This design comes from an exercise in tuning for small area on the open sky130 flow, not from production work. Only simulation tests tie the RTL to the original design; equivalence was not proved.

<file path="flow/design.v">
`timescale 1fs / 1fs
module row_col_cod #(
		     parameter WORD_W = 8,
		     parameter ROW_W = 4,  
		     parameter SIZE = (1<<ROW_W)
		     )
   (
    input 		  rst,
    input 		  en,
    input 		  clk,
    input [WORD_W-1:0] 	  word_nxt,
    output reg [SIZE-1:0] r_all,
    output reg [SIZE-1:0] row,
    output reg [SIZE-1:0] col);
   integer 		  i;
   reg [WORD_W:0] 	  word;
   reg [WORD_W-ROW_W:0]   r_all_bin;
   reg [ROW_W-1:0] 	  col_bin;
   always @ (posedge clk, posedge rst)
     if(rst)
       word <= {1'b1, {WORD_W{1'b0}}};
     else if(en)
       word <= {1'b0, word_nxt};
   always @* begin
      r_all_bin = word>>ROW_W;
      col_bin = word[ROW_W-1:0];
      for(i = 0; i < SIZE ; i=i+1) begin
	 r_all[i] = ~(i < r_all_bin);
	 row[i] = (i == r_all_bin);
	 if(r_all_bin[0] == 0)
	   col[i] = (i < col_bin);
	 else
	   col[i] = (i >= (SIZE-col_bin));
      end
   end
endmodule
`timescale 1fs / 1fs
module row_col_cod_5x5 #(
		     parameter MAX = 25  
		     )
   (
    input 	     rst,
    input 	     en,
    input 	     clk,
    input [4:0]      word_nxt,
    output reg [4:0] r_all,
    output reg [4:0] row,
    output reg [4:0] col);
   parameter SIZE = 3'd5;  
   integer 	     i;
   reg [4:0] 	     word;    
   reg 		     inv;     
   reg 		     none;    
   always @ (posedge clk, posedge rst)
     if(rst) begin
	word <= 5'd0;
	inv <= 1'b0;
	none <= 1'b1;
     end
     else if(en) begin
	inv <= (word_nxt > MAX);
	if(word_nxt <= MAX) begin
	   word <= word_nxt;
	   none <= 1'b0;
	end
     end
   reg [2:0] 	     r_all_bin;
   reg [2:0] 	     col_bin;
   always @* begin
      if(word <= 5'd5)begin
	 r_all_bin = 3'd0;
	 col_bin = word;
      end
      else if(word <= 5'd10)begin
	 r_all_bin = 3'd1;
	 col_bin = word - 5'd5;
      end
      else if(word <= 5'd15)begin
	 r_all_bin = 3'd2;
	 col_bin = word - 5'd10;
      end
      else if(word <= 5'd20)begin
	 r_all_bin = 3'd3;
	 col_bin = word - 5'd15;
      end
      else begin
	 r_all_bin = 3'd4;
	 col_bin = word - 5'd20;
      end
      for(i = 0; i < SIZE ; i=i+1)begin
	 r_all[i] = inv | (~none & ~(i < r_all_bin));
	 row[i] = ~none & (i == r_all_bin);
	 if(r_all_bin[0] == 0)
	   col[i] = ~none & (i < col_bin);
	 else
	   col[i] = ~none & (i >= (SIZE-col_bin));
      end
   end
endmodule  
`timescale 1fs / 1fs
module tdc_digital (
		    input 	  rst,
		    input 	  en,
		    input 	  clk,
		    input [6:0]  counter_in,
		    input [15:0] phase_in,
		    output [11:0] tdc_word);
   wire [14:0] phase_edge = phase_in[15:1] ^ phase_in[14:0];
   reg  [3:0]  edge_pos;
   integer     j;
   always @* begin
      edge_pos = 4'd15;
      for (j = 0; j < 15; j = j + 1)
	if (phase_edge[j])
	  edge_pos = j;
   end
   wire [4:0] edge_index_in = {phase_in[15] ^ ~(|phase_edge), edge_pos};
   wire [6:0] counter_aux_in = phase_in[0] ? counter_in - 7'd1 : counter_in;
   reg [6:0]  counter_aux, counter_last;
   reg [4:0]  edge_index, edge_index_last;
   always @ (posedge clk, posedge rst)
     if(rst) begin
	counter_aux <= 7'd0;
	edge_index <= 5'd31;
	counter_last <= 7'd0;
	edge_index_last <= 5'd0;
     end
     else if(en) begin
	counter_aux <= counter_aux_in;
	edge_index <= edge_index_in;
	counter_last <= counter_aux;
	edge_index_last <= edge_index;
     end
   wire [6:0] counter_mod = counter_last - counter_aux;
   assign tdc_word = (counter_mod<<5) + edge_index - edge_index_last;
endmodule
`timescale 1fs / 1fs
module adpll_ctr0(
    input 	      rst,
    input 	      en,
    input 	      clk,
    input [26-1:0] FCW,
    input [1:0]       adpll_mode,
    output reg 	      channel_lock,
    output 	      channel_sat,
    input 	      data_mod,
    output 	      dco_pd,
    output [4:0]      dco_c_l_rall,
    output [4:0]      dco_c_l_row,
    output [4:0]      dco_c_l_col,
    output [15:0]     dco_c_m_rall,
    output [15:0]     dco_c_m_row,
    output [15:0]     dco_c_m_col,
    output [15:0]     dco_c_s_rall,
    output [15:0]     dco_c_s_row,
    output [15:0]     dco_c_s_col,
    output 	      tdc_pd,
    output 	      tdc_pd_inj,
    input [6:0]       tdc_ripple_count,
    input [15:0]      tdc_phase,
    input [3:0]       alpha_l,
    input [3:0]       alpha_m,
    input [3:0]       alpha_s_rx,
    input [3:0]       alpha_s_tx,
    input [3:0]       beta,
    input [2:0]       lambda_rx,
    input [2:0]       lambda_tx,
    input [1:0]       iir_n_rx,
    input [1:0]       iir_n_tx, 
    input [4:0]       FCW_mod,
    input [4:0]       dco_c_l_word_test,
    input [7:0]       dco_c_m_word_test,
    input [7:0]       dco_c_s_word_test,
    input 	      dco_pd_test,
    input 	      tdc_pd_test,
    input 	      tdc_pd_inj_test		 
		 );
   wire signed [4:0]  dco_c_l_word;
   wire signed [7:0]  dco_c_m_word;
   wire signed [7:0]  dco_c_s_word;
   wire [11:0] 	      tdc_word;
   parameter IDLE = 5'b00001, PU = 5'b00010, C_L = 5'b00100, C_M = 5'b01000, C_S = 5'b10000;
   parameter  PD = 2'd0, TEST = 2'd1, RX = 2'd2, TX = 2'd3;
   reg [26-1:0] FCW_last;
   reg [1:0] 	   adpll_mode_last;
   reg [3:0] 	   alpha;
   reg [8:0] 	   time_count, time_count_nxt;
   reg 		   dco_pd_state, dco_pd_state_nxt;
   reg 		   tdc_pd_state, tdc_pd_state_nxt;
   reg 		   tdc_pd_inj_state, tdc_pd_inj_state_nxt;
   reg [4:0] 	   state_rx, state_rx_nxt;
   reg 		   rst_accum, rst_accum_nxt;
   reg 		   rst_lock_detect_nxt, rst_lock_detect;
   reg 		   en_lock_detect_nxt, en_lock_detect;
   reg 		   channel_lock_nxt;
   reg 		   en_integral, en_integral_nxt;
   reg 		   en_mod,en_mod_nxt;
   wire 	   rst_accum_all;
   wire        rst_lock_detect_all;
   wire signed [7:0] 		otw_int_round_sat;
   reg signed [4:0] 		otw_l_fixed, otw_l_fixed_nxt;
   reg signed [7:0] 		otw_m_fixed, otw_m_fixed_nxt;
   wire signed [27-1:0] 	      ph_diff;
   wire signed [27-1:0] 	      ph_diff_accum;
   reg signed [27-1:0] 	ph_diff_accum_last;
   wire signed [27-1:0] 	integral;
   wire signed [27-1:0] 	integral_beta;
   reg signed [27-1:0] 	integral_last;
   reg [1:0] 			iir_n;
   reg [2:0] 			lambda;
   wire signed [27-1:0] 	iir_out;
   wire signed [27-1:0] 	iir1_in, iir2_in, iir3_in;
   wire signed [27-1:0] 	iir1_out, iir2_out, iir3_out;
   reg signed [27-1:0] 	iir1_out_last, iir2_out_last, iir3_out_last;
   reg [7:0] 			      aux1, aux1_nxt, aux2, aux2_nxt;
   reg 				      aux1_oor, aux1_oor_nxt, aux2_oor, aux2_oor_nxt;
   reg [4:0] 			      aux1_count, aux1_count_nxt, aux2_count, aux2_count_nxt;
   reg 				      lock_detect, lock_detect_nxt;
   reg [7:0] 			      lock_detect_word, lock_detect_word_nxt;
   row_col_cod_5x5 row_col_cod_l(
			    .rst(rst),
			    .en(en),
			    .clk(clk),
			    .word_nxt((dco_c_l_word[4]==0)?dco_c_l_word+5'd13:
				      dco_c_l_word-5'd19),
			    .r_all(dco_c_l_rall),
			    .row(dco_c_l_row),
			    .col(dco_c_l_col)
			    );
   row_col_cod row_col_cod_m(
			    .rst(rst),
			    .en(en),
			    .clk(clk),
			    .word_nxt({~dco_c_m_word[7],dco_c_m_word[6:0]}),
			    .r_all(dco_c_m_rall),
			    .row(dco_c_m_row),
			    .col(dco_c_m_col)
			    );
   row_col_cod row_col_cod_s(
			    .rst(rst),
			    .en(en),
			    .clk(clk),
			    .word_nxt({~dco_c_s_word[7],dco_c_s_word[6:0]}),
			    .r_all(dco_c_s_rall),
			    .row(dco_c_s_row),
			    .col(dco_c_s_col)
			    );
   tdc_digital tdc_digital0(
			  .clk(clk),
			  .rst(rst),
			  .en(en),
			  .counter_in(tdc_ripple_count),
			  .phase_in(tdc_phase),
			  .tdc_word(tdc_word));
   assign dco_pd = (adpll_mode == TEST)? dco_pd_test : dco_pd_state;
   assign tdc_pd = (adpll_mode == TEST)? tdc_pd_test : tdc_pd_state;
   assign tdc_pd_inj = (adpll_mode == TEST)? tdc_pd_inj_test : tdc_pd_inj_state;
   function [27+1:0] rip(input [27:0] a, input [27:0] b, input ci);
      integer i;
      reg     c;
      begin
	 c = ci;
	 for (i = 0; i <= 27; i = i + 1) begin
	    rip[i] = a[i] ^ b[i] ^ c;
	    c = (a[i] & b[i]) | (a[i] & c) | (b[i] & c);
	 end
	 rip[27+1] = c;
      end
   endfunction
   function [27+1:0] rca(input [27:0] a, input [27:0] b, input ci);
      integer i, d;
      reg [27:0] p, g, pp, gg;
      begin
	 p = a ^ b;
	 g = a & b;
	 g[0] = g[0] | (p[0] & ci);
	 pp = p;
	 gg = g;
	 for (d = 1; d <= 27; d = d * 2)
	   for (i = 2*d-1; i <= 27; i = i + 2*d) begin
	      gg[i] = gg[i] | (pp[i] & gg[i-d]);
	      pp[i] = pp[i] & pp[i-d];
	   end
	 for (d = 16; d >= 1; d = d / 2)
	   for (i = 3*d-1; i <= 27; i = i + 2*d) begin
	      gg[i] = gg[i] | (pp[i] & gg[i-d]);
	      pp[i] = pp[i] & pp[i-d];
	   end
	 rca[0] = p[0] ^ ci;
	 for (i = 1; i <= 27; i = i + 1)
	   rca[i] = p[i] ^ gg[i-1];
	 rca[27+1] = gg[27];
      end
   endfunction
   wire [27+1:0] ph_diff_hi = rip({{(27+1-12){1'b0}},FCW[26-1:14]},
				     ~{{(27+1-12){1'b0}},tdc_word}, 1'b1);
   assign ph_diff = {ph_diff_hi[27-1-14:0], FCW[14-1:0]};
   wire [27+1:0] accum_p = rip({1'b0,ph_diff_accum_last}, {1'b0,ph_diff}, 1'b0);
   wire [27-10:0] mod_add = {{(27-14){1'b0}},FCW_mod} & {(27-9){en_mod}};
   wire [27+1:0] accum_hi1 = rip({10'd0,accum_p[27-1:9]}, {10'd0,mod_add}, 1'b0);
   wire [27+1:0] accum_hi0 = rip({10'd0,accum_p[27-1:9]}, {10'd0,~mod_add}, 1'b1);
   assign ph_diff_accum = {data_mod ? accum_hi1[27-10:0] : accum_hi0[27-10:0],
			   accum_p[8:0]};
   assign rst_accum_all = rst | rst_accum;
   always @ (posedge clk, posedge rst_accum_all)
     if(rst_accum_all)
       ph_diff_accum_last <= 27'd0;
     else if(en)
       ph_diff_accum_last <= ph_diff_accum;
   wire [27+1:0] integral_s = rca({1'b0,iir_out}, {1'b0,integral_last}, 1'b0);
   assign integral = integral_s[27-1:0];
   assign integral_beta = integral >>> beta;
   always @ (posedge clk, posedge rst_accum_all)
      if(rst_accum_all)
         integral_last <= 27'd0;
      else if(en&en_integral)
	 integral_last <= integral;
   function [27-1:0] iir_stage(input [27-1:0] x, input [27-1:0] y, input [2:0] l);
      reg signed [27:0] d;
      reg [27+1:0] t;
      reg [27:0] ds;
      reg [7:0]     bw;
      begin
	 t = rca({x[27-1],x}, ~{y[27-1],y}, 1'b1);
	 d = t[27:0];
	 bw = d[7:0] ^ x[7:0] ^ y[7:0];
	 ds = d >>> l;
	 t = rca({1'b0,y}, {1'b0,ds[27-1:0]}, bw[l]);
	 iir_stage = t[27-1:0];
      end
   endfunction
   assign iir1_in = ph_diff_accum;
   assign iir1_out = iir_stage(iir1_in, iir1_out_last, lambda);
   assign iir2_in = iir1_out;
   assign iir2_out = iir_stage(iir2_in, iir2_out_last, lambda);
   assign iir3_in = iir2_out;
   assign iir3_out = iir_stage(iir3_in, iir3_out_last, lambda);
   assign iir_out = iir_n[1] ? (iir_n[0] ? iir3_out : iir2_out) :
		    (iir_n[0] ? iir1_out : iir1_in);
   always @ (posedge clk, posedge rst_accum_all )
     if(rst_accum_all) begin
	iir1_out_last <= 27'd0;
	iir2_out_last <= 27'd0;
	iir3_out_last <= 27'd0;
     end
     else if(en) begin
	iir1_out_last <= iir1_out;
	iir2_out_last <= iir2_out;
	iir3_out_last <= iir3_out;
     end
   wire signed [27-1:0] 	ntw;
   wire signed [27-1:0] 	otw;
   wire signed [27-1-14:0] otw_int;
   wire signed [27-1-14:0] otw_int_round;
   wire signed [27-1:0] 	iir_alpha = iir_out >>> alpha;
   wire signed [27-1:0] 	integral_term = integral_beta & {27{en_integral}};
   wire [27+1:0] ntw_s = rca({1'b0,integral_term}, {1'b0,iir_alpha}, 1'b0);
   assign ntw = ntw_s[27-1:0];
   assign otw = (ntw << 7);
   assign otw_int = otw[27-1:14];
   wire [27+1:0] otw_int_round_s = rca({{(14+1){1'b0}},otw_int}, {(27+1){1'b0}}, otw[13]);
   assign otw_int_round = otw_int_round_s[27-1-14:0];
   assign otw_int_round_sat = (state_rx == C_L)? ((otw_int_round > 16'sd12 ) ? 8'sd12 :
   			      ((otw_int_round < -16'sd13 ) ? -8'sd13:otw_int_round )) :
			      (otw_int_round > 16'sd127 ) ? 8'sd127 :
			      ((otw_int_round < -16'sd128 ) ? -8'sd128: otw_int_round);
   assign dco_c_l_word = (adpll_mode == TEST)? dco_c_l_word_test :
			 (((state_rx == C_L) && ~rst_accum )? otw_int_round_sat :
			  otw_l_fixed);
   assign dco_c_m_word = (adpll_mode == TEST)? dco_c_m_word_test :
			 (((state_rx == C_M) && ~rst_accum )? otw_int_round_sat :
			 otw_m_fixed);
   assign dco_c_s_word = (adpll_mode == TEST)? dco_c_s_word_test :
			 (((state_rx == C_S) && ~rst_accum )? otw_int_round_sat :
			 8'sd0);
   wire otw_s_sat = otw[13] ? ((otw_int >= 13'sd126) || (otw_int <= -13'sd129)) :
		    ((otw_int >= 13'sd127) || (otw_int <= -13'sd128));
   assign channel_sat = (adpll_mode == TEST)?
			((dco_c_s_word_test == 8'sh80) || (dco_c_s_word_test == 8'sh7f)) :
			((state_rx == C_S) && ~rst_accum && otw_s_sat);
   always @ * begin
      state_rx_nxt = state_rx;
      otw_l_fixed_nxt = otw_l_fixed;
      otw_m_fixed_nxt = otw_m_fixed;
      time_count_nxt = time_count;
      dco_pd_state_nxt = dco_pd_state;
      tdc_pd_state_nxt = tdc_pd_state;
      tdc_pd_inj_state_nxt = tdc_pd_inj_state;
      rst_accum_nxt = rst_accum;
      rst_lock_detect_nxt = rst_lock_detect;
      en_lock_detect_nxt = en_lock_detect;
      alpha = alpha_s_rx;
      channel_lock_nxt = channel_lock;
      en_integral_nxt = en_integral;
      lambda = lambda_rx;
      iir_n = 2'd0;
      en_mod_nxt = en_mod;
      if( (FCW != FCW_last) || (adpll_mode != adpll_mode_last))
	state_rx_nxt = IDLE;
      else
	case(state_rx)
	  IDLE:
	    begin
	       time_count_nxt = 9'd0;
	       otw_l_fixed_nxt = 5'sd0;
	       otw_m_fixed_nxt = 8'sd0;
	       en_lock_detect_nxt = 1'b0;
	       rst_lock_detect_nxt = 1'b1;
	       channel_lock_nxt = 1'b0;
	       en_integral_nxt = 1'b0;
	       en_mod_nxt = 1'b0;
	       if(adpll_mode == PD) begin
		  dco_pd_state_nxt = 1'b1;
		  tdc_pd_state_nxt = 1'b1;
		  tdc_pd_inj_state_nxt = 1'b1;
	       end
	       if(adpll_mode == RX || adpll_mode == TX )
		 state_rx_nxt = PU;
	    end
	  PU: 
	    begin
	       time_count_nxt = time_count + 9'd1;
	       dco_pd_state_nxt = 1'b0;
	       case(time_count)
		 6'd16: tdc_pd_state_nxt = 1'b0;
		 6'd48: tdc_pd_inj_state_nxt = 1'b0;
		 7'd112:
		   begin
		      state_rx_nxt = C_L;
		      rst_accum_nxt = 1'b1;
		      time_count_nxt = 9'd0;
		   end
	       endcase
	    end
	  C_L:  
	    begin
	       rst_accum_nxt = 1'b0;
	       rst_lock_detect_nxt = 1'b0;
	       alpha = alpha_l;
	       en_lock_detect_nxt = 1'b1;
	       if(lock_detect & (~rst_lock_detect))begin
		  otw_l_fixed_nxt = lock_detect_word[4:0];
		  state_rx_nxt = C_M;
		  rst_accum_nxt = 1'b1;
		  rst_lock_detect_nxt = 1'b1;
	       end
	    end
	  C_M:  
	    begin
	       rst_accum_nxt = 1'b0;
	       alpha = alpha_m;
	       rst_lock_detect_nxt = 1'b0;
	       if(lock_detect & (~rst_lock_detect))begin
		  otw_m_fixed_nxt = lock_detect_word;
		  state_rx_nxt = C_S;
		  rst_accum_nxt = 1'b1;
		  en_lock_detect_nxt = 1'b0;
	       end
	    end
	  C_S:  
	    begin
	       case(adpll_mode)
		 RX:
		   begin
		      rst_accum_nxt = 1'b0;
		      alpha = alpha_s_rx;
		      iir_n = iir_n_rx;
		      lambda = lambda_rx;
		      time_count_nxt = time_count + 9'd1;
		      if(beta > 4'd0)
			en_integral_nxt = 1'b1;
		      if(time_count == 9'd480)
			channel_lock_nxt = 1'b1;   
		   end
		 TX:
		   begin
		      rst_accum_nxt = 1'b0;
		      alpha = alpha_s_tx;
		      iir_n = iir_n_tx;
		      lambda = lambda_tx;
		      time_count_nxt = time_count + 9'd1;
		      if(time_count == 9'd480)
			channel_lock_nxt = 1'b1;   
		      if(channel_lock == 1'b1)
			en_mod_nxt = 1'b1;
		   end
	       endcase
	    end
	endcase  
   end
   always @ (posedge clk, posedge rst)
     if(rst)begin
	state_rx <= IDLE;
	time_count <= 9'd0;
	dco_pd_state <= 1'b1;
	tdc_pd_state <= 1'b1;
	tdc_pd_inj_state <= 1'b1;
	rst_accum <= 1'b0;
	otw_l_fixed <= 5'sd0;
	otw_m_fixed <= 8'sd0;
	en_lock_detect <= 1'b0;
	rst_lock_detect <= 1'b0;
	channel_lock <= 1'b0;
	en_integral <= 1'b0;
	en_mod <= 1'b0;
	FCW_last <= 26'd0;
	adpll_mode_last <= 2'd0;
     end
     else if(en)begin
	state_rx <= state_rx_nxt;
	time_count <= time_count_nxt;
	dco_pd_state <= dco_pd_state_nxt;
	tdc_pd_state <= tdc_pd_state_nxt;
	tdc_pd_inj_state <= tdc_pd_inj_state_nxt;
	rst_accum <= rst_accum_nxt;
	otw_l_fixed <= otw_l_fixed_nxt;
	otw_m_fixed <= otw_m_fixed_nxt;
	en_lock_detect <= en_lock_detect_nxt;
	rst_lock_detect <= rst_lock_detect_nxt ;
	channel_lock <= channel_lock_nxt;
	en_integral <= en_integral_nxt;
	en_mod <= en_mod_nxt;
	FCW_last <= FCW;
	adpll_mode_last <= adpll_mode;
     end
   wire otw_int_round_oor = ~((&otw_int_round[12:7]) | ~(|otw_int_round[12:7]));
   wire match1 = ~aux1_oor & (otw_int_round_sat == aux1);
   wire match2 = ~aux2_oor & (otw_int_round_sat == aux2);
   always @ * begin
      aux1_nxt = aux1;
      aux2_nxt = aux2;
      aux1_oor_nxt = aux1_oor;
      aux2_oor_nxt = aux2_oor;
      aux1_count_nxt = aux1_count;
      aux2_count_nxt = aux2_count;
      lock_detect_nxt = lock_detect;
      lock_detect_word_nxt = lock_detect_word;
      if(match1) begin
	 aux1_count_nxt = aux1_count + 5'd1;
	 if(aux1_count_nxt == 5'd15 || (state_rx == C_L && aux1_count_nxt == 5'd8 )  )begin
	    lock_detect_nxt = 1'b1;
	    lock_detect_word_nxt = aux1;
	 end
      end
      else
	if(match2) begin
	   aux2_count_nxt = aux2_count + 5'd1;
	   if(aux2_count_nxt == 5'd15 || (state_rx == C_L && aux1_count == 5'd8 ) )begin
	      lock_detect_nxt = 1'b1;
	      lock_detect_word_nxt = aux2;
	   end
	end
	else begin
	   aux1_nxt = otw_int_round[7:0];
	   aux1_oor_nxt = otw_int_round_oor;
	   aux1_count_nxt = 5'd1;
	   aux2_nxt = aux1;
	   aux2_oor_nxt = aux1_oor;
	   aux2_count_nxt = aux1_count;
	end
   end
   assign rst_lock_detect_all  = rst|rst_lock_detect;
   always @ (posedge clk, posedge rst_lock_detect_all)
     if(rst_lock_detect_all)begin
	aux1 <= 8'hff;
	aux2 <= 8'hff;
	aux1_oor <= 1'b0;
	aux2_oor <= 1'b0;
	aux1_count <= 5'h0;
	aux2_count <= 5'h0;
	lock_detect <= 1'b0;
	lock_detect_word <= 8'hff;
     end
     else if(en & en_lock_detect)begin
	aux1 <= aux1_nxt;
	aux2 <= aux2_nxt;
	aux1_oor <= aux1_oor_nxt;
	aux2_oor <= aux2_oor_nxt;
	aux1_count <= aux1_count_nxt;
	aux2_count <= aux2_count_nxt;
	lock_detect <= lock_detect_nxt;
	lock_detect_word <= lock_detect_word_nxt;
     end
endmodule
`timescale 1fs / 1fs
module adpll_ctr
   (
    input                     rst,
    input                     clk,
    input                     valid,
    input [5-1:0] address,
    input [26-1:0] wdata,
    input                     wstrb,
    output [1:0]              rdata,
    output reg                ready,
    input                     data_mod,  
    output                    dco_pd,
    output reg [1:0]          dco_osc_gain,
    output [4:0]              dco_c_l_rall,
    output [4:0]              dco_c_l_row,
    output [4:0]              dco_c_l_col,
    output [15:0]             dco_c_m_rall,
    output [15:0]             dco_c_m_row,
    output [15:0]             dco_c_m_col,
    output [15:0]             dco_c_s_rall,
    output [15:0]             dco_c_s_row,
    output [15:0]             dco_c_s_col,
    output                    tdc_pd,
    output                    tdc_pd_inj,
    output reg [2:0]          tdc_ctr_freq,
    input [6:0]               tdc_ripple_count,
    input [15:0]              tdc_phase
    );
   always @(posedge clk, posedge rst) begin
     if (rst)
       ready <= 1'b0;
     else
       ready <= valid;
   end
   reg                        rst_soft;
   reg [26-1:0]            FCW;
   reg [1:0]                  adpll_mode;
   reg                        en;
   reg [3:0]                  alpha_l;
   reg [3:0]                  alpha_m;
   reg [3:0]                  alpha_s_rx;
   reg [3:0]                  alpha_s_tx;
   reg [3:0]                  beta;
   reg [2:0]                  lambda_rx;
   reg [2:0]                  lambda_tx;
   reg [1:0]                  iir_n_rx;
   reg [1:0]                  iir_n_tx;
   reg [4:0]                  FCW_mod;
   reg signed [4:0]           dco_c_l_word_test;
   reg signed [7:0]           dco_c_m_word_test;
   reg signed [7:0]           dco_c_s_word_test;
   reg                        dco_pd_test;
   reg                        tdc_pd_test;
   reg                        tdc_pd_inj_test;
   wire                       rst_int;
   assign rst_int = rst | rst_soft;
   wire                       channel_lock;
   wire                       channel_sat;
   assign rdata = (address == (5'd0))? {{1'b0}, channel_lock}:
                  (address == (5'd23))? {{1'b0}, channel_sat}:
                  {2'b11};
   always @ (posedge clk, posedge rst) begin
     if (rst) begin
        rst_soft <= 1'b0;
        FCW <= 26'h2620000;  
        adpll_mode <= 2'b0;
        en <= 1'b0;
        alpha_l <= 4'd14;
        alpha_m <= 4'd8;
        alpha_s_rx <= 4'd7;
        alpha_s_tx <= 4'd4;
        beta <= 4'd0;
        lambda_rx <= 3'd2;
        lambda_tx <= 3'd2;
        iir_n_rx <= 2'd3;
        iir_n_tx <= 2'd2;
        FCW_mod <= 5'b01001;  
        dco_c_l_word_test <= 5'sd0;
        dco_c_m_word_test <= 8'sd0;
        dco_c_s_word_test <= 8'sd0;
        dco_pd_test <= 1'b1;
        tdc_pd_test <= 1'b1;
        tdc_pd_inj_test <= 1'b1;
        tdc_ctr_freq <= 3'b100;
        dco_osc_gain <= 2'b10;
     end else if (valid & wstrb) begin
        case (address)
          (5'd1): rst_soft <= wdata[0];
          (5'd2): FCW <= wdata[26-1:0];
          (5'd3): adpll_mode <= wdata[1:0];
          (5'd4): en <= wdata[0];
          (5'd5): alpha_l <= wdata[3:0];
          (5'd6): alpha_m <= wdata[3:0];
          (5'd7): alpha_s_rx <= wdata[3:0];
          (5'd8): alpha_s_tx <= wdata[3:0];
          (5'd9): beta <= wdata[3:0];
          (5'd10): lambda_rx <= wdata[2:0];
          (5'd11): lambda_tx <= wdata[2:0];
          (5'd12): iir_n_rx <= wdata[1:0];
          (5'd13): iir_n_tx <= wdata[1:0];
          (5'd14): FCW_mod <= wdata[4:0];
          (5'd15): dco_c_l_word_test <= wdata[4:0];
          (5'd16): dco_c_m_word_test <= wdata[7:0];
          (5'd17): dco_c_s_word_test <= wdata[7:0];
          (5'd18): dco_pd_test <= wdata[0];
          (5'd19): tdc_pd_test <= wdata[0];
          (5'd20): tdc_pd_inj_test <= wdata[0];
          (5'd21): tdc_ctr_freq <= wdata[2:0];
          (5'd22): dco_osc_gain <= wdata[1:0];
          default:;
        endcase
     end
   end
   adpll_ctr0 adpll_ctr0
     (
	  .clk               (clk),
	  .rst               (rst_int),
	  .en                (en),
	  .FCW               (FCW[26-1:0]),
	  .adpll_mode        (adpll_mode[1:0]),
	  .data_mod          (data_mod),
	  .tdc_ripple_count  (tdc_ripple_count[6:0]),
	  .tdc_phase         (tdc_phase[15:0]),
	  .alpha_l           (alpha_l[3:0]),
	  .alpha_m           (alpha_m[3:0]),
	  .alpha_s_rx        (alpha_s_rx[3:0]),
	  .alpha_s_tx        (alpha_s_tx[3:0]),
	  .beta              (beta[3:0]),
	  .lambda_rx         (lambda_rx[2:0]),
	  .lambda_tx         (lambda_tx[2:0]),
	  .iir_n_rx          (iir_n_rx[1:0]),
	  .iir_n_tx          (iir_n_tx[1:0]),
	  .FCW_mod           (FCW_mod[4:0]),
	  .dco_c_l_word_test (dco_c_l_word_test[4:0]),
	  .dco_c_m_word_test (dco_c_m_word_test[7:0]),
	  .dco_c_s_word_test (dco_c_s_word_test[7:0]),
	  .dco_pd_test       (dco_pd_test),
	  .tdc_pd_test       (tdc_pd_test),
	  .tdc_pd_inj_test   (tdc_pd_inj_test),
	  .channel_lock      (channel_lock),
	  .channel_sat       (channel_sat),
	  .dco_pd            (dco_pd),
	  .dco_c_l_rall      (dco_c_l_rall[4:0]),
	  .dco_c_l_row       (dco_c_l_row[4:0]),
	  .dco_c_l_col       (dco_c_l_col[4:0]),
	  .dco_c_m_rall      (dco_c_m_rall[15:0]),
	  .dco_c_m_row       (dco_c_m_row[15:0]),
	  .dco_c_m_col       (dco_c_m_col[15:0]),
	  .dco_c_s_rall      (dco_c_s_rall[15:0]),
	  .dco_c_s_row       (dco_c_s_row[15:0]),
	  .dco_c_s_col       (dco_c_s_col[15:0]),
	  .tdc_pd            (tdc_pd),
	  .tdc_pd_inj        (tdc_pd_inj)
      );
endmodule
</file>
<file path="flow/flow/run.sh">
#!/bin/bash
# Standard ORFS layout (the standard.sh, standard synthesis unchanged) with
# two changes: the port buffers use the smallest buffer cell, and clock tree
# synthesis inserts no dummy loads and builds the tree from clkbuf_4 cells.
set -euo pipefail
cd "$(dirname "$0")/.."
export BUFFER_PORTS_ARGS="-buffer_cell sky130_fd_sc_hd__buf_1"
export CTS_ARGS="-sink_clustering_enable -repair_clock_nets -dont_use_dummy_load -buf_list sky130_fd_sc_hd__clkbuf_4"
bash standard.sh > flow_standard.log 2>&1
</file>
<file path="flow/standard.sh">
#!/bin/bash
# synth_recipe.tcl (not shown) runs the flow's synth.tcl, then flattens the netlist and writes it again
# the make line also repeats each setting of config.mk as NAME=value (left out here)
make -C /OpenROAD-flow-scripts/flow DESIGN_CONFIG=/design/flow/config.mk WORK_HOME=/design/flow/orfs CLKGATE_MAP_FILE= SYNTH_SCRIPT=/design/flow/synth_recipe.tcl "${@:-finish}"
</file>
<file path="flow/config.mk">
export PLATFORM = sky130hd
export DESIGN_NAME = adpll_ctr
export DESIGN_NICKNAME = adpll_ctr
export VERILOG_FILES = /design/flow/design.v
export SDC_FILE = /design/flow/constraint.sdc
export NUM_CORES = 4
export LEC_CHECK = 0
export ABC_AREA = 1
export CAP_MARGIN = 20
export CORE_MARGIN = 2
export CORE_UTILIZATION = 40
export PLACE_DENSITY = 0.6
export SLEW_MARGIN = 20
</file>
<file path="flow/constraint.sdc">
create_clock -name core_clock -period 40.0 [get_ports {clk}]
set_input_delay 8.0000 -clock core_clock [delete_from_list [all_inputs] [get_ports {clk}]]
set_output_delay 8.0000 -clock core_clock [all_outputs]
set_load 0.01 [all_outputs]
</file>
==> key figures, run 1 <==
Status
  – Status: no timing/DRC/antenna violations

Timing
  – Max_slew headroom: between 20% and 30%
  – Unrepaired setup endpoints after global routing: false
  – Fmax: around 28 MHz
  – Max-slew violation count: 0
  – Final min period: between 30 and 40 ns
  – Setup TNS: 0 ns
  – Fin crit share: 90.55%
  – Setup Skew: roughly 0.15 ns
  – Final Hold Viols: 0
  – Least-Margin Pin Slew: 1.096 ns
  – Final setup violation count: 0

Route
  – Total wire length: 98.63 mm
  – Starting DRT DRC Count: 2165
  – Wire per inst: roughly 16 um
  – Vias per cell: 5.201
  – Drc violations: 0
  – Via count: 31.82k
  – Drt pass-1 iters: 6
  – Detail Route Antenna Nets: 0

Worst setup path
  – Setup CP Type: input port to output pin
  – Buf/Inv on CP: 14
  – Max incr delay on CP: about 0.53 ns
  – CP Capture Type: output pin
  – Crit start category: input port
  – Critical Path Fanout Max: 31
  – CP required: 32.00 ns
  – Slowest stage cell, crit path: o22ai_1
  – Worst path top cell family by delay: compound AO/OA/AOI/OAI gates
  – Arrival @ worst endpoint: ~28 ns
  – Most common cell type on the critical path: nand2_1
  – R2r setup slk: 11.35 ns

Finish
  – Share of cells above drive strength 1: 6.715%
  – Final design utilization: 43.39%
  – Nets: approximately 5.4k
  – Layout area overhead: 7.083%
  – Filler cells: 9142

CTS
  – Reg clk slew, reported paths: 0.06 ns
  – Cts hold-fix bufs: 0
  – Post-CTS setup buffers: 0
  – Total clock sinks: 379
  – CTS buffer count: about 110
  – Clock Latency Late Sink: between 0.9 and 1 ns
  – CTS tree: built
  – CTS Root Buffer Type: clkbuf_4
  – Number of gates resized after CTS: 0
  – Maximum root-to-sink buffer count: 3
  – H-Tree Depth: 3

GRT
  – Global-route wire length before repair: 160.9 mm
  – Total grt overflow: 0
  – Total GRT Usage: 21.89%
  – Initial antenna violation count: 5
  – Number of global-route vias before repair: approximately 30k
  – Largest net degree at the start of global routing: ~140

Floorplan
  – Die H: 300.9 um
  – Die span in x: between 300 and 400 um
  – Full die area: 0.09054 sq mm
  – Rows: 108
  – Core area: 0.08702 sq mm
  – I/O pin count: ~180
  – Initial core utilization: 40.52%

Synth
  – Synth Instances: 4816
  – Flops & latches, synth: around 380
  – Number of synthesized flops with an enable pin: 0
  – Synth unique cells: 68
  – Most used DFF post-synth: dfrtp_1
  – Mapped Area: 0.03526 sq mm
  – Asr flop ratio synth: 100.0%
  – Syn nets: 5291
  – Warnings from Yosys: 5
  – Seq/Total Area, Yosys: between 20% and 30%
  – Syn Area/Cell: 7.321 sq um

Run
  – MaxCap Viol Count: 0

Placed design
  – DP HPWL: 74.82 mm
  – I/O Buffers: 180
  – Final Wtd Congestion: approximately 0.9

Worst hold path
  – Hold Path Class: register to register
worst min-delay path, cell delays in order, from the launching register on:
cell and delay (ns):
dfstp_2 0.39, nand2_1 0.06, o21ai_1 0.06
layer usage:
| metal | track usage (%) | part of all wire [%] | vias up |
|---|---|---|---|
| li1 | - | - | 16000 |
| met1 | 31.76 | 49 | 14880 |
| met2 | 34.04 | 43 | 814 |
| met3 | 3.175 | 5.7 | 127 |
| met4 | 5.721 | 2.0 | 2 |
| met5 | 0 | 0.013 | - |
cells in the mapped netlist (8+ instances only):
library cell  count  area, sq um
a211oi_1         14        105.1
a21o_1           17        127.6
a21oi_1         165        825.8
a221oi_1          8        70.07
a31oi_1          29        181.4
buf_1            24        90.09
buf_6             8        90.09
clkbuf_1        133        499.2
dfrtp_1         320         8008
dfstp_2          59         1550
fa_1            150         3003
ha_1            266         3328
inv_1           620         2327
inv_2            20        75.07
mux2_2           14        157.7
mux2i_1          84        840.8
nand2_1        1221         4583
nand2_2          21        131.4
nand2_4           8        90.09
nand3_1         175        875.8
nand3_2          17        170.2
nand3b_1         12        90.09
nand4_1          14        87.58
nor2_1          304         1141
nor3_1           46        230.2
nor4_1            9        56.30
o211ai_1         50        375.4
o21a_1           11        82.58
o21ai_0         646         3233
o21ai_1          21        105.1
o21bai_1          9        67.56
o22ai_1          23        143.9
o31ai_1          10        75.07
or2_2            19        118.9
xnor2_1          94        823.3
xor2_1           91        797.0
layout by cell type (no fill, tap or decap), types with 59 or more instances in the layout:
master,instances
a21oi_1,165
buf_1,180
clkbuf_4,111
dfrtp_1,319
dfstp_2,59
fa_1,150
ha_1,266
inv_1,618
mux2i_1,84
nand2_1,1220
nand3_1,174
nor2_1,303
o21ai_0,646
xnor2_1,94
xor2_1,91
flip-flops by register name, summed over array words and instances (netlist names), 7 cells and up:
signal	flops
adpll_ctr0.time_count	9
adpll_ctr0.aux1	8
adpll_ctr0.iir1_out_last	27
adpll_ctr0.tdc_digital0.counter_last	7
adpll_ctr0.otw_m_fixed	8
adpll_ctr0.lock_detect_word	8
adpll_ctr0.iir3_out_last	27
adpll_ctr0.row_col_cod_m.word	9
adpll_ctr0.tdc_digital0.counter_aux	7
dco_c_m_word_test	8
adpll_ctr0.aux2	8
adpll_ctr0.ph_diff_accum_last	27
dco_c_s_word_test	8
adpll_ctr0.FCW_last	26
adpll_ctr0.iir2_out_last	27
adpll_ctr0.row_col_cod_s.word	8
adpll_ctr0.integral_last	27
FCW	26
final timing paths:
check	depth (start not counted)	to	start
min in group asynchronous	2	adpll_ctr0.aux1_count[2]$_DFFE_PP0P_	adpll_ctr0.rst_lock_detect$_DFFE_PP0P_
max in group asynchronous	3	FCW[13]$_DFFE_PP0P_	rst
max reg2reg	140	adpll_ctr0.aux1[6]$_DFFE_PP1P_	FCW[0]$_DFFE_PP0P_
min	2	adpll_ctr0.aux2[1]$_DFFE_PP1P_	adpll_ctr0.aux1[1]$_DFFE_PP1P_
min reg2reg	2	adpll_ctr0.aux2[1]$_DFFE_PP1P_	adpll_ctr0.aux1[1]$_DFFE_PP1P_
max	115	rdata[0]	data_mod
stage by stage:
stage | cell area [sq um] | setup WS, ns | hold WS [ns] | cells
2_1_floorplan | 35260 | 6.766 | 0.4218 | 4816
3_5_place_dp | 36910 | 3.992 | 0.4474 | 6003
6_report | 37760 | 3.780 | 0.4327 | 6118
3_3_place_gp | 36910 | 4.365 | 0.4416 | 6003
4_1_cts | 37750 | 3.937 | 0.4400 | 6114
5_1_grt | 37760 | 1.914 | 0.4570 | 6118
cell families (layout without fill, tap and decap cells):
group | Yosys count | count (layout) | share of synthesized area (%)
compound gates | 1048 | 1048 | 16.44
simple gates | 1868 | 1868 | 22.06
other cells | 0 | 4 | 0
mux | 98 | 98 | 2.832
buf+inv | 821 | 964 | 8.963
xor+xnor | 186 | 186 | 4.641
flops | 379 | 379 | 27.11
fa+ha+maj | 416 | 416 | 17.96
layout make-up:
| type | count | area, sq um | share of cell area [%] |
|---|---|---|---|
| timing repair buffer | 205 | 875.8 | 2.320 |
| inverter | 648 | 2442 | 6.468 |
| sequential | 379 | 9562 | 25.32 |
| tap | 1155 | 1445 | 3.827 |
| clock buffer | 111 | 833.3 | 2.207 |
| multi-input combinational | 3616 | 22590 | 59.83 |
| antenna | 4 | 10.01 | 0.02651 |
==> run 2, diff against run 1 <==
--- a/flow/flow/run.sh
+++ b/flow/flow/run.sh
@@ -6,4 +6,4 @@
 cd "$(dirname "$0")/.."
 export BUFFER_PORTS_ARGS="-buffer_cell sky130_fd_sc_hd__buf_1"
-export CTS_ARGS="-sink_clustering_enable -repair_clock_nets -dont_use_dummy_load -buf_list sky130_fd_sc_hd__clkbuf_4"
+export CTS_ARGS="-sink_clustering_enable -repair_clock_nets -dont_use_dummy_load -buf_list sky130_fd_sc_hd__clkbuf_4 -sink_clustering_size 8 -sink_clustering_max_diameter 50"
 bash standard.sh > flow_standard.log 2>&1
==> run 2 against run 1 <==
- clock skew shrank 0.047 ns
- sequential share of layout area grew 0.20 points
- synthesized area is the same
- largest cell class unchanged
- critical path depth is the same
- hold slack gained 0.033 ns
- still clean
- highest routed layer is now met4
==> key figures, run 2 <==
Route
  – Total wire length: 98.13 mm (-0.51%)
  – Met2 WL: 42.80 mm (about the same)
  – Detail Route Antenna Nets: 0 (unchanged)
  – Vias per cell: 5.188 (-0.25%)
  – Met3 wire length: 4.870 mm (-14%)
  – WL met1: 48.32 mm (+0.29%)
  – Starting DRT DRC Count: 2094 (-3.3%)
  – Top Metal Used: met4
  – Wire per inst: 16.14 um (+0.11%)
  – Drc violations: 0 (unchanged)
  – Via count: 31.54k (-0.87%)
  – Drt pass-1 iters: 6 (unchanged)

Finish
  – Most common cell after layout, fill and taps aside: nand2_1
  – Multi-input gate area: 0.02259 sq mm (unchanged)
  – Share of cells above drive strength 1: 5.956% (-0.76 points)
  – Nets: 5396 (-0.74%)
  – FF+latch area: 0.009562 sq mm (unchanged)
  – Commonest non-fill, non-tap cells in the layout: nand2_1, o21ai_0, inv_1
  – Layout area overhead: 6.245%
  – Filler cells: 9139 (-0.033%)

Timing
  – Final min period: 36.21 ns (-0.01339 ns)
  – Final setup violation count: 0 (unchanged)
  – Least-Margin Pin Slew: 1.083 ns (-0.01274 ns)
  – Max_slew headroom: 27.81% (+0.85 points)
  – Fin crit share: 90.52% (about the same)
  – Final hold slack: 0.4658 ns (+0.03306 ns)
  – Fmax: 27.62 MHz (about the same)
  – Setup TNS: 0 ns (unchanged)
  – Setup Skew: 0.1026 ns (-0.04699 ns)
  – Final Hold Viols: 0 (unchanged)
  – Max-slew violation count: 0 (unchanged)
  – Unrepaired setup endpoints after global routing: false

Worst setup path
  – Critical Path Start: data_mod
  – Arrival @ worst endpoint: 28.21 ns (about the same)
  – Crit start category: input port
  – Max incr delay on CP: 0.51 ns (-0.02 ns)
  – Worst path top cell family by delay: compound AO/OA/AOI/OAI gates
  – Most common cell type on the critical path: nand2_1
  – RR Startpoint: FCW[0]$_DFFE_PP0P_
  – Buf/Inv on CP: 14 (unchanged)
  – Slowest stage cell, crit path: fa_1
  – Critical Path Fanout Max: 31 (unchanged)
  – CP required: 32.00 ns (about the same)
  – Setup CP Type: input port to output pin
  – CP Capture Type: output pin

Synth
  – Syn Area/Cell: 7.321 sq um (unchanged)
  – Synth unique cells: 68 (unchanged)
  – Flops & latches, synth: 379 (unchanged)
  – Share of the synthesized area in the top cell type: 22.71% (unchanged)
  – Count leader, synth: nand2_1
  – Area leader, netlist: dfrtp_1
  – Synth Instances: 4816 (unchanged)
  – Warnings from Yosys: 5 (unchanged)
  – Top cells by area, synth: dfrtp_1, nand2_1, ha_1
  – Number of synthesized flops with an enable pin: 0 (unchanged)
  – Asr flop ratio synth: 100.0% (unchanged)
  – Mapped Area: 0.03526 sq mm (unchanged)
  – Most used DFF post-synth: dfrtp_1
  – Seq/Total Area, Yosys: 27.11% (unchanged)
  – Syn nets: 5291 (unchanged)
  – Most frequent cells after synthesis: nand2_1, o21ai_0, inv_1, dfrtp_1, nor2_1

CTS
  – Post-CTS setup buffers: 0 (unchanged)
  – CTS Root Buffer Type: clkbuf_4
  – H-Tree Depth: 3 (unchanged)
  – Clock Latency Late Sink: 0.86 ns (-0.09 ns)
  – CTS buffer count: 71 (-36%)
  – Cts hold-fix bufs: 0 (unchanged)
  – Number of gates resized after CTS: 0 (unchanged)
  – CTS tree: built
  – Total clock sinks: 379 (unchanged)
  – Reg clk slew, reported paths: 0.07 ns (about the same)
  – Maximum root-to-sink buffer count: 3 (unchanged)

Floorplan
  – I/O pin count: 181 (unchanged)
  – Core area: 0.08702 sq mm (unchanged)
  – Die span in x: 300.9 um (unchanged)
  – Die H: 300.9 um (unchanged)
  – Rows: 108 (unchanged)
  – Full die area: 0.09054 sq mm (unchanged)
  – Initial core utilization: 40.52% (unchanged)

GRT
  – Total grt overflow: 0 (unchanged)
  – Number of global-route vias before repair: 30.28k (-0.97%)
  – Initial antenna violation count: 3 (-2)
  – Global-route wire length before repair: 160.1 mm (-0.50%)
  – Largest net degree at the start of global routing: 136 (unchanged)
  – Total GRT Usage: 21.79% (-0.10 points)

Worst hold path
  – HP Start: adpll_ctr0.lock_detect_word[3]$_DFFE_PP1P_
  – Hold Path Class: register to register

Placed design
  – Final Wtd Congestion: 0.9225 (unchanged)
  – DP HPWL: 74.82 mm (unchanged)
  – I/O Buffers: 180 (unchanged)

Run
  – MaxCap Viol Count: 0 (unchanged)

Status
  – Status: no timing/DRC/antenna violations
run 2: changes by cell type in the layout (fill, tap and decap cells not counted):
cell / previous run / this run
clkbuf_4: 111 / 71
diode_2: 4 / 6
run 2: kinds of logic (layout without fill, tap and decap cells):
| family | count (synthesis) | after routing | share of synthesized area, % |
|---|---|---|---|
| buf+inv | 821 | 924 | 8.963 |
| other cells | 0 | 6 | 0 |
| simple gates | 1868 | 1868 | 22.06 |
| compound gates | 1048 | 1048 | 16.44 |
| xor+xnor | 186 | 186 | 4.641 |
| fa+ha+maj | 416 | 416 | 17.96 |
| mux | 98 | 98 | 2.832 |
| flops | 379 | 379 | 27.11 |
run 2: cell type report:
| cell class | instances | area share [%] |
|---|---|---|
| Tap cell | 1155 | 3.858 |
| Clock buffer | 71 | 1.423 |
| Sequential cell | 379 | 25.52 |
| Timing Repair Buffer | 205 | 2.338 |
| Inverter | 648 | 6.519 |
| Antenna cell | 6 | 0.04008 |
| Multi-Input combinational cell | 3616 | 60.30 |
run 2: final timing paths:
path                                                                    to  slack (ns)  cells past startpoint
worst max-delay path                                              rdata[0]        3.79                    115
worst min-delay path            adpll_ctr0.lock_detect_word[3]$_DFFE_PP1P_        0.47                      2
worst max register to register              adpll_ctr0.aux1[6]$_DFFE_PP1P_       11.32                    140
worst min register to register  adpll_ctr0.lock_detect_word[3]$_DFFE_PP1P_        0.47                      2
max in group asynchronous                                   en$_DFFE_PP0P_       31.42                      3
min in group asynchronous               adpll_ctr0.lock_detect$_DFFE_PP0P_        0.54                      2
run 2: worst reg2reg max path, delay by kind of cell, from the launching register on:
family                   cells  cell delay, ns
flip-flops                   1            0.43
adder cells (fa/ha/maj)     44           14.48
AND/OR/NAND/NOR             44            5.32
XOR/XNOR                     4            0.89
multiplexers                 3            0.51
AO/OA/AOI/OAI               26            5.61
buffers and inverters       19            1.30
run 2: metrics by stage:
step	instances	utilization (%)	setup slack [ns]	cell area (sq um)
floorplan	4816	-	6.766	35260
global placement	6003	42.42	4.365	36910
detailed placement	6003	42.42	3.992	36910
CTS	6074	43.03	3.937	37450
global route	6077	43.04	1.953	37450
finish	6080	43.05	3.793	37460
run 2: metal layers:
metal,up-vias,global-route usage [%]
met5,-,0
met4,0,5.461
met1,14770,31.77
met3,120,2.835
li1,15900,-
met2,754,34.05
==> run 3, diff against run 2 <==
--- a/flow/design.v
+++ b/flow/design.v
@@ -180,5 +180,5 @@
    wire signed [7:0]  dco_c_s_word;
    wire [11:0] 	      tdc_word;
-   parameter IDLE = 5'b00001, PU = 5'b00010, C_L = 5'b00100, C_M = 5'b01000, C_S = 5'b10000;
+   parameter IDLE = 3'b000, PU = 3'b001, C_L = 3'b010, C_M = 3'b011, C_S = 3'b100;
    parameter  PD = 2'd0, TEST = 2'd1, RX = 2'd2, TX = 2'd3;
    reg [26-1:0] FCW_last;
@@ -189,5 +189,10 @@
    reg 		   tdc_pd_state, tdc_pd_state_nxt;
    reg 		   tdc_pd_inj_state, tdc_pd_inj_state_nxt;
-   reg [4:0] 	   state_rx, state_rx_nxt;
+   reg [2:0] 	   state_rx, state_rx_nxt;
+   wire 	   st_idle = ~|state_rx;
+   wire 	   st_pu = state_rx[0] & ~state_rx[1];
+   wire 	   st_cl = state_rx[1] & ~state_rx[0];
+   wire 	   st_cm = state_rx[1] & state_rx[0];
+   wire 	   st_cs = state_rx[2];
    reg 		   rst_accum, rst_accum_nxt;
    reg 		   rst_lock_detect_nxt, rst_lock_detect;
@@ -277,13 +282,16 @@
 	 pp = p;
 	 gg = g;
-	 for (d = 1; d <= 27; d = d * 2)
-	   for (i = 2*d-1; i <= 27; i = i + 2*d) begin
-	      gg[i] = gg[i] | (pp[i] & gg[i-d]);
-	      pp[i] = pp[i] & pp[i-d];
+	 for (i = 0; i <= 27; i = i + 1)
+	   if (i % 4 != 0) begin
+	      gg[i] = gg[i] | (pp[i] & gg[i-1]);
+	      pp[i] = pp[i] & pp[i-1];
 	   end
-	 for (d = 16; d >= 1; d = d / 2)
-	   for (i = 3*d-1; i <= 27; i = i + 2*d) begin
-	      gg[i] = gg[i] | (pp[i] & gg[i-d]);
-	      pp[i] = pp[i] & pp[i-d];
+	 for (i = 7; i <= 27; i = i + 4) begin
+	    gg[i] = gg[i] | (pp[i] & gg[i-4]);
+	    pp[i] = pp[i] & pp[i-4];
+	 end
+	 for (i = 4; i <= 27; i = i + 1)
+	   if (i % 4 != 3) begin
+	      gg[i] = g[i] | (p[i] & gg[i-1]);
 	   end
 	 rca[0] = p[0] ^ ci;
@@ -361,16 +369,16 @@
    wire [27+1:0] otw_int_round_s = rca({{(14+1){1'b0}},otw_int}, {(27+1){1'b0}}, otw[13]);
    assign otw_int_round = otw_int_round_s[27-1-14:0];
-   assign otw_int_round_sat = (state_rx == C_L)? ((otw_int_round > 16'sd12 ) ? 8'sd12 :
+   assign otw_int_round_sat = st_cl? ((otw_int_round > 16'sd12 ) ? 8'sd12 :
    			      ((otw_int_round < -16'sd13 ) ? -8'sd13:otw_int_round )) :
 			      (otw_int_round > 16'sd127 ) ? 8'sd127 :
 			      ((otw_int_round < -16'sd128 ) ? -8'sd128: otw_int_round);
    assign dco_c_l_word = (adpll_mode == TEST)? dco_c_l_word_test :
-			 (((state_rx == C_L) && ~rst_accum )? otw_int_round_sat :
+			 ((st_cl && ~rst_accum )? otw_int_round_sat :
 			  otw_l_fixed);
    assign dco_c_m_word = (adpll_mode == TEST)? dco_c_m_word_test :
-			 (((state_rx == C_M) && ~rst_accum )? otw_int_round_sat :
+			 ((st_cm && ~rst_accum )? otw_int_round_sat :
 			 otw_m_fixed);
    assign dco_c_s_word = (adpll_mode == TEST)? dco_c_s_word_test :
-			 (((state_rx == C_S) && ~rst_accum )? otw_int_round_sat :
+			 ((st_cs && ~rst_accum )? otw_int_round_sat :
 			 8'sd0);
    wire otw_s_sat = otw[13] ? ((otw_int >= 13'sd126) || (otw_int <= -13'sd129)) :
@@ -378,5 +386,5 @@
    assign channel_sat = (adpll_mode == TEST)?
 			((dco_c_s_word_test == 8'sh80) || (dco_c_s_word_test == 8'sh7f)) :
-			((state_rx == C_S) && ~rst_accum && otw_s_sat);
+			(st_cs && ~rst_accum && otw_s_sat);
    always @ * begin
       state_rx_nxt = state_rx;
@@ -399,6 +407,6 @@
 	state_rx_nxt = IDLE;
       else
-	case(state_rx)
-	  IDLE:
+	begin
+	  if (st_idle)
 	    begin
 	       time_count_nxt = 9'd0;
@@ -418,5 +426,5 @@
 		 state_rx_nxt = PU;
 	    end
-	  PU: 
+	  if (st_pu)  
 	    begin
 	       time_count_nxt = time_count + 9'd1;
@@ -433,5 +441,5 @@
 	       endcase
 	    end
-	  C_L:  
+	  if (st_cl)  
 	    begin
 	       rst_accum_nxt = 1'b0;
@@ -446,5 +454,5 @@
 	       end
 	    end
-	  C_M:  
+	  if (st_cm)  
 	    begin
 	       rst_accum_nxt = 1'b0;
@@ -458,5 +466,5 @@
 	       end
 	    end
-	  C_S:  
+	  if (st_cs)  
 	    begin
 	       case(adpll_mode)
@@ -487,5 +495,5 @@
 	       endcase
 	    end
-	endcase  
+	end
    end
    always @ (posedge clk, posedge rst)
@@ -538,5 +546,5 @@
       if(match1) begin
 	 aux1_count_nxt = aux1_count + 5'd1;
-	 if(aux1_count_nxt == 5'd15 || (state_rx == C_L && aux1_count_nxt == 5'd8 )  )begin
+	 if(aux1_count_nxt == 5'd15 || (st_cl && aux1_count_nxt == 5'd8 )  )begin
 	    lock_detect_nxt = 1'b1;
 	    lock_detect_word_nxt = aux1;
@@ -546,5 +554,5 @@
 	if(match2) begin
 	   aux2_count_nxt = aux2_count + 5'd1;
-	   if(aux2_count_nxt == 5'd15 || (state_rx == C_L && aux1_count == 5'd8 ) )begin
+	   if(aux2_count_nxt == 5'd15 || (st_cl && aux1_count == 5'd8 ) )begin
 	      lock_detect_nxt = 1'b1;
 	      lock_detect_word_nxt = aux2;
--- a/flow/config.mk
+++ b/flow/config.mk
@@ -9,5 +9,5 @@
 export CAP_MARGIN = 20
 export CORE_MARGIN = 2
-export CORE_UTILIZATION = 40
+export CORE_UTILIZATION = 50
 export PLACE_DENSITY = 0.6
 export SLEW_MARGIN = 20
==> run 3 against run 2 <==
- still clean
- first-iteration DRC count increased by 25%
- die area decreased by 20%
- synthesized cell count shrank 2.2%
- hold slack worse by 0.018 ns
- clock skew grew 0.053 ns
- global-route usage is 6.9 points higher
- design area is 1.3% lower
- sequential share of layout area grew 0.21 points
- critical path type unchanged
- largest cell class unchanged
- highest routed layer unchanged
==> key figures, run 3 <==
Synth
  – Count leader, synth: nand2_1
  – Asr flop ratio synth: 100.0% (unchanged)
  – Synth unique cells: 68 (unchanged)
  – Area leader, netlist: dfrtp_1
  – Most used DFF post-synth: dfrtp_1
  – Seq/Total Area, Yosys: 27.18% (+0.075 points)
  – Number of synthesized flops with an enable pin: 0 (unchanged)
  – Most frequent cells after synthesis: nand2_1, inv_1, o21ai_0, dfrtp_1, nor2_1
  – Warnings from Yosys: 5 (unchanged)
  – Synth Instances: 4712 (-2.2%)
  – Share of the synthesized area in the top cell type: 22.82% (+0.11 points)
  – Mapped Area: 0.03497 sq mm (-0.81%)
  – Flops & latches, synth: 377 (-0.53%)
  – Top cells by area, synth: dfrtp_1, nand2_1, fa_1
  – Syn Area/Cell: 7.422 sq um (+1.4%)
  – Syn nets: 5215 (-1.4%)

Worst setup path
  – Worst path top cell family by delay: adder cells
  – CP required: 32.00 ns (about the same)
  – Setup CP Type: input port to output pin
  – CP Capture Type: output pin
  – Critical Path Fanout Max: 24 (-23%)
  – Arrival @ worst endpoint: 30.30 ns (+2.09 ns)
  – Crit start category: input port
  – Slowest stage cell, crit path: fa_1
  – Most common cell type on the critical path: fa_1
  – Max incr delay on CP: 0.51 ns (about the same)
  – Buf/Inv on CP: 15 (+1)

Status
  – Status: no timing/DRC/antenna violations

GRT
  – Number of global-route vias before repair: 29.52k (-2.5%)
  – Total GRT Usage: 28.73% (+6.9 points)
  – Initial antenna violation count: 2 (-1)
  – Largest net degree at the start of global routing: 136 (unchanged)
  – Global-route wire length before repair: 163.1 mm (+1.8%)
  – Total grt overflow: 0 (unchanged)

Route
  – Wire per inst: 17.58 um (+9.0%)
  – Via count: 30.99k (-1.8%)
  – Met3 wire length: 6.120 mm (+26%)
  – Drc violations: 0 (unchanged)
  – Drt pass-1 iters: 6 (unchanged)
  – Detail Route Antenna Nets: 0 (unchanged)
  – Starting DRT DRC Count: 2617 (+25%)
  – Total wire length: 101.1 mm (+3.0%)
  – WL met1: 50.60 mm (+4.7%)
  – Vias per cell: 5.391 (+3.9%)
  – Top Metal Used: met4
  – Met2 WL: 42.04 mm (-1.8%)

CTS
  – H-Tree Depth: 3 (unchanged)
  – Clock Latency Late Sink: 0.89 ns (+0.03 ns)
  – CTS buffer count: 67 (-5.6%)
  – CTS Root Buffer Type: clkbuf_4
  – Total clock sinks: 377 (-0.53%)
  – CTS tree: built
  – Reg clk slew, reported paths: 0.09 ns (+0.02 ns)
  – Maximum root-to-sink buffer count: 3 (unchanged)
  – Cts hold-fix bufs: 0 (unchanged)

Finish
  – Post-route design area: 0.03696 sq mm (-1.3%)
  – Commonest non-fill, non-tap cells in the layout: nand2_1, inv_1, o21ai_0
  – Share of cells above drive strength 1: 5.983% (+0.026 points)
  – Layout area overhead: 5.678%
  – Most common cell after layout, fill and taps aside: nand2_1
  – Nets: 5319 (-1.4%)

Timing
  – Unrepaired setup endpoints after global routing: false
  – Final hold slack: 0.4480 ns (-0.01778 ns)
  – Final setup violation count: 0 (unchanged)
  – Fin crit share: 95.75% (+5.2 points)
  – Least-Margin Pin Slew: 1.005 ns (-0.07787 ns)
  – Fmax: 26.11 MHz (-5.5%)
  – Max-slew violation count: 0 (unchanged)
  – Setup TNS: 0 ns (unchanged)
  – Setup Skew: 0.1552 ns (+0.05261 ns)
  – Worst setup margin: 1.698 ns (-2.095 ns)
  – Max_slew headroom: 33.00% (+5.2 points)
  – Final min period: 38.30 ns (+2.095 ns)
  – Final Hold Viols: 0 (unchanged)

Floorplan
  – Rows: 96 (-11%)
  – Die span in x: 268.5 um (-11%)
  – Initial core utilization: 50.73% (+10 points)
  – I/O pin count: 181 (unchanged)
  – Die H: 268.5 um (-11%)
  – Full die area: 0.07208 sq mm (-20%)
  – Core area: 0.06895 sq mm (-21%)

Placed design
  – Pre-CTS setup slack: 0.7728 ns (-3.219 ns)
  – DP HPWL: 77.56 mm (+3.7%)
  – I/O Buffers: 180 (unchanged)
  – Final Wtd Congestion: 0.9188 (-0.40%)
  – Area after DPL: 0.03639 sq mm (-1.4%)

Worst hold path
  – Hold Path Class: register to register

Run
  – MaxCap Viol Count: 0 (unchanged)
==> run 3: area by class of cell <==
class	instances	area, sq um
fillers	6964	31990
multi-input cells	3450	22170
flip-flops and latches	377	9510
inverters	706	2658
well taps	931	1165
repair buffers	214	947.2
clock buffers	67	503.0
diodes	3	7.507
==> run 3: logic make-up (layout without fill, tap and decap cells) <==
logic type | count (synthesis) | count (layout) | share of synthesized area (%)
compound gates | 1065 | 1065 | 16.84
xor+xnor | 135 | 135 | 3.381
fa+ha+maj | 444 | 444 | 20.22
buf+inv | 885 | 987 | 9.620
flops | 377 | 377 | 27.18
mux | 90 | 90 | 2.604
other cells | 0 | 3 | 0
simple gates | 1716 | 1716 | 20.15
==> run 3: repair_timing <==
item	CTS	global route
buffers inserted	0	2
gates resized for setup	0	18
endpoints found under the setup margin	0	1
==> run 3: final timing paths <==
check	start	to	slack (ns)	cells after the start
hold reg to reg	FCW[18]$_DFFE_PP0P_	adpll_ctr0.FCW_last[18]$_DFFE_PP0P_	0.45	2
setup / recovery	data_mod	rdata[0]	1.70	103
setup reg to reg	FCW[0]$_DFFE_PP0P_	adpll_ctr0.aux2[5]$_DFFE_PP1P_	8.57	140
max in group asynchronous	rst	FCW[18]$_DFFE_PP0P_	31.38	3
hold / removal	FCW[18]$_DFFE_PP0P_	adpll_ctr0.FCW_last[18]$_DFFE_PP0P_	0.45	2
min in group asynchronous	rst_soft$_DFFE_PP0P_	adpll_ctr0.state_rx[1]$_DFFE_PP0P_	0.61	2
==> run 3: worst register-to-register path, delay by kind of cell, from the launching register on <==
kind                     cells  cell delay (ns)
buffers and inverters       20             1.56
adder cells (fa/ha/maj)     59            19.59
AO/OA/AOI/OAI               21             3.70
flip-flops                   1             0.49
XOR/XNOR                     5             1.13
AND/OR/NAND/NOR             35             4.78
==> run 3: per-layer routing <==
layer | vias up | track usage (%)
li1 | 15470 | -
met1 | 14540 | 44.51
met2 | 856 | 42.08
met3 | 126 | 4.000
met4 | 0 | 7.087
met5 | - | 0
==> run 3: through the flow <==
step / cells / util [%]
finish: 5748 / 53.61
global route: 5748 / 53.61
CTS: 5742 / 53.50
detailed placement: 5675 / 52.77
global placement: 5675 / 52.77
floorplan: 4712 / -
==> run 4, diff against run 3 <==
--- a/flow/config.mk
+++ b/flow/config.mk
@@ -9,5 +9,5 @@
 export CAP_MARGIN = 20
 export CORE_MARGIN = 2
-export CORE_UTILIZATION = 50
+export CORE_UTILIZATION = 30
 export PLACE_DENSITY = 0.6
 export SLEW_MARGIN = 20
==> run 4 against run 3 <==
- flip-flop and latch count is the same
- global-route usage is 12 points lower
- hold slack gained 0.019 ns
- die area rose by 66%
- synthesized cell count unchanged
- routed wire length is 0.17% lower
- first-iteration DRC count decreased by 17%
- non-clock buffer count increased by 6
- cell count is 10% higher
- sequential share of layout area decreased by 0.52 points
- largest cell class unchanged
==> key figures, run 4 <==
Worst setup path
  – CP required: 32.00 ns (about the same)
  – Max incr delay on CP: 0.51 ns (about the same)
  – Crit start category: input port
  – Most common cell type on the critical path: fa_1
  – Setup CP Type: input port to output pin

Placed design
  – Area after DPL: 0.03719 sq mm (+2.2%)
  – Pre-CTS setup slack: 1.835 ns (+1.062 ns)
  – I/O Buffers: 180 (unchanged)
  – DP HPWL: 78.14 mm (+0.75%)

Floorplan
  – I/O pin count: 181 (unchanged)
  – Die H: 345.4 um (+29%)

Run
  – MaxCap Viol Count: 0 (unchanged)

Synth
  – Syn Area/Cell: 7.422 sq um (unchanged)
  – Area leader, netlist: dfrtp_1
  – Warnings from Yosys: 5 (unchanged)
  – Number of synthesized flops with an enable pin: 0 (unchanged)
  – Most used DFF post-synth: dfrtp_1
  – Mapped Area: 0.03497 sq mm (unchanged)
  – Share of the synthesized area in the top cell type: 22.82% (unchanged)
  – Flops & latches, synth: 377 (unchanged)
  – Most frequent cells after synthesis: nand2_1, inv_1, o21ai_0, dfrtp_1, nor2_1
  – Syn nets: 5215 (unchanged)
  – Synth unique cells: 68 (unchanged)
  – Seq/Total Area, Yosys: 27.18% (unchanged)

Status
  – Status: no timing/DRC/antenna violations

Worst hold path
  – Hold Path Class: register to register

Timing
  – Fin crit share: 96.22% (+0.46 points)
  – Unrepaired setup endpoints after global routing: false
  – Max_slew headroom: 34.04% (+1.0 points)
  – Final setup violation count: 0 (unchanged)
  – Setup Skew: 0.1030 ns (-0.05222 ns)

CTS
  – CTS Root Buffer Type: clkbuf_4
  – Clock Latency Late Sink: 0.87 ns (-0.02 ns)
  – Total clock sinks: 377 (unchanged)
  – CTS tree: built
  – H-Tree Depth: 3 (unchanged)

Route
  – Vias per cell: 4.907 (-9.0%)
  – Total wire length: 100.9 mm (-0.17%)
  – Drt pass-1 iters: 6 (unchanged)
  – Starting DRT DRC Count: 2172 (-17%)
  – Drc violations: 0 (unchanged)

Finish
  – Most common cell after layout, fill and taps aside: nand2_1
  – Post-route design area: 0.03772 sq mm (+2.1%)
  – Final design utilization: 32.55% (-21 points)
  – FF+latch area: 0.009510 sq mm (unchanged)

GRT
  – Total GRT Usage: 16.90% (-12 points)
  – Met1 Usage GRT: 22.59% (-22 points)
## run 4: kinds of logic after synthesis
group / count (synthesis) / share of synthesized area [%]
AO/OA/AOI/OAI: 1065 / 16.84
XOR/XNOR: 135 / 3.381
adder cells (fa/ha/maj): 444 / 20.22
buffers and inverters: 885 / 9.620
flip-flops: 377 / 27.18
multiplexers: 90 / 2.604
AND/OR/NAND/NOR: 1716 / 20.15
## run 4: layout make-up
class                   instances  share of cell area, %
inverters                     706                  7.046
repair buffers                220                  2.674
flip-flops and latches        377                  25.21
clock buffers                  66                  1.314
well taps                    1524                  5.056
diodes                          2                0.01327
multi-input cells            3450                  58.68
## run 4: worst max-delay path: cells and delay by family
family	cells	cell delay, ns
AO/OA/AOI/OAI	29	5.74
XOR/XNOR	6	1.35
adder cells (fa/ha/maj)	32	12.17
buffers and inverters	12	1.26
multiplexers	5	0.94
AND/OR/NAND/NOR	9	1.00
## run 4: final timing paths
path / startpoint / end / slack (ns) / cells past startpoint
worst min register to register: adpll_ctr0.lock_detect$_DFFE_PP0P_ / adpll_ctr0.lock_detect$_DFFE_PP0P_ / 0.47 / 2
worst max register to register: FCW[0]$_DFFE_PP0P_ / adpll_ctr0.aux1_oor$_DFFE_PP0P_ / 8.63 / 141
max in group asynchronous: rst / adpll_ctr0.iir1_out_last[13]$_DFFE_PP0P_ / 30.59 / 4
min in group asynchronous: adpll_ctr0.rst_accum$_DFFE_PP0P_ / adpll_ctr0.integral_last[20]$_DFFE_PP0P_ / 0.56 / 1
worst min-delay path: adpll_ctr0.lock_detect$_DFFE_PP0P_ / adpll_ctr0.lock_detect$_DFFE_PP0P_ / 0.47 / 2
worst max-delay path: data_mod / rdata[0] / 1.51 / 93
## run 4: repair_timing
action                                  4_1_cts  5_1_grt
resized for setup                             0        1
buffers inserted                              0        0
endpoints found under the setup margin        0        1
## run 4: routing by layer
| metal | share of wire (%) | wire, um | vias up |
|---|---|---|---|
| li1 | - | - | 15450 |
| met1 | 46 | 46280 | 14720 |
| met2 | 46 | 46190 | 787 |
| met3 | 5.3 | 5398 | 162 |
| met4 | 3.0 | 2977 | 8 |
| met5 | 0.056 | 57 | - |
## run 4: through the flow
stage               std cells
floorplan                4712
global placement         6276
detailed placement       6276
CTS                      6342
global route             6345
finish                   6345

-- separate check: timing with driven ports --
The results above use ideal ports. As a check the final layouts listed here were re-extracted and re-timed, cells and wires unchanged. Step 1 (the two cells are an assumption about what drives the block):
set clk [get_ports {clk}]
set_driving_cell -lib_cell sky130_fd_sc_hd__clkbuf_16 $clk
set_driving_cell -lib_cell sky130_fd_sc_hd__buf_2 [delete_from_list [all_inputs] $clk]
Step 2 times the ports against the registers' clock, not the clock port: input delays grow and output delays shrink by t, the midpoint of the rising clock arrivals with the driver on. Three values: ideal ports, drivers, drivers and shift; two values: the first two.
run | t, ns | setup slack, ns | latest minus earliest clock arrival (ns) | worst data-port slew with drivers (ns)
run 1 | 0.926 | 3.780 / 3.755 / 3.755 | 0.149 / 0.150 | 0.05
run 2 | 0.871 | 3.793 / 3.769 / 3.769 | 0.107 / 0.106 | 0.05
run 3 | 0.877 | 1.698 / 1.677 / 1.677 | 0.155 / 0.155 | 0.05
run 4 | 0.883 | 1.514 / 1.492 / 1.492 | 0.103 / 0.103 | 0.11
After both steps every run listed still meets setup and hold. For run 1, which loses most, drivers alone change the setup slack by -0.025 ns; drivers and shift together by -0.025 ns.
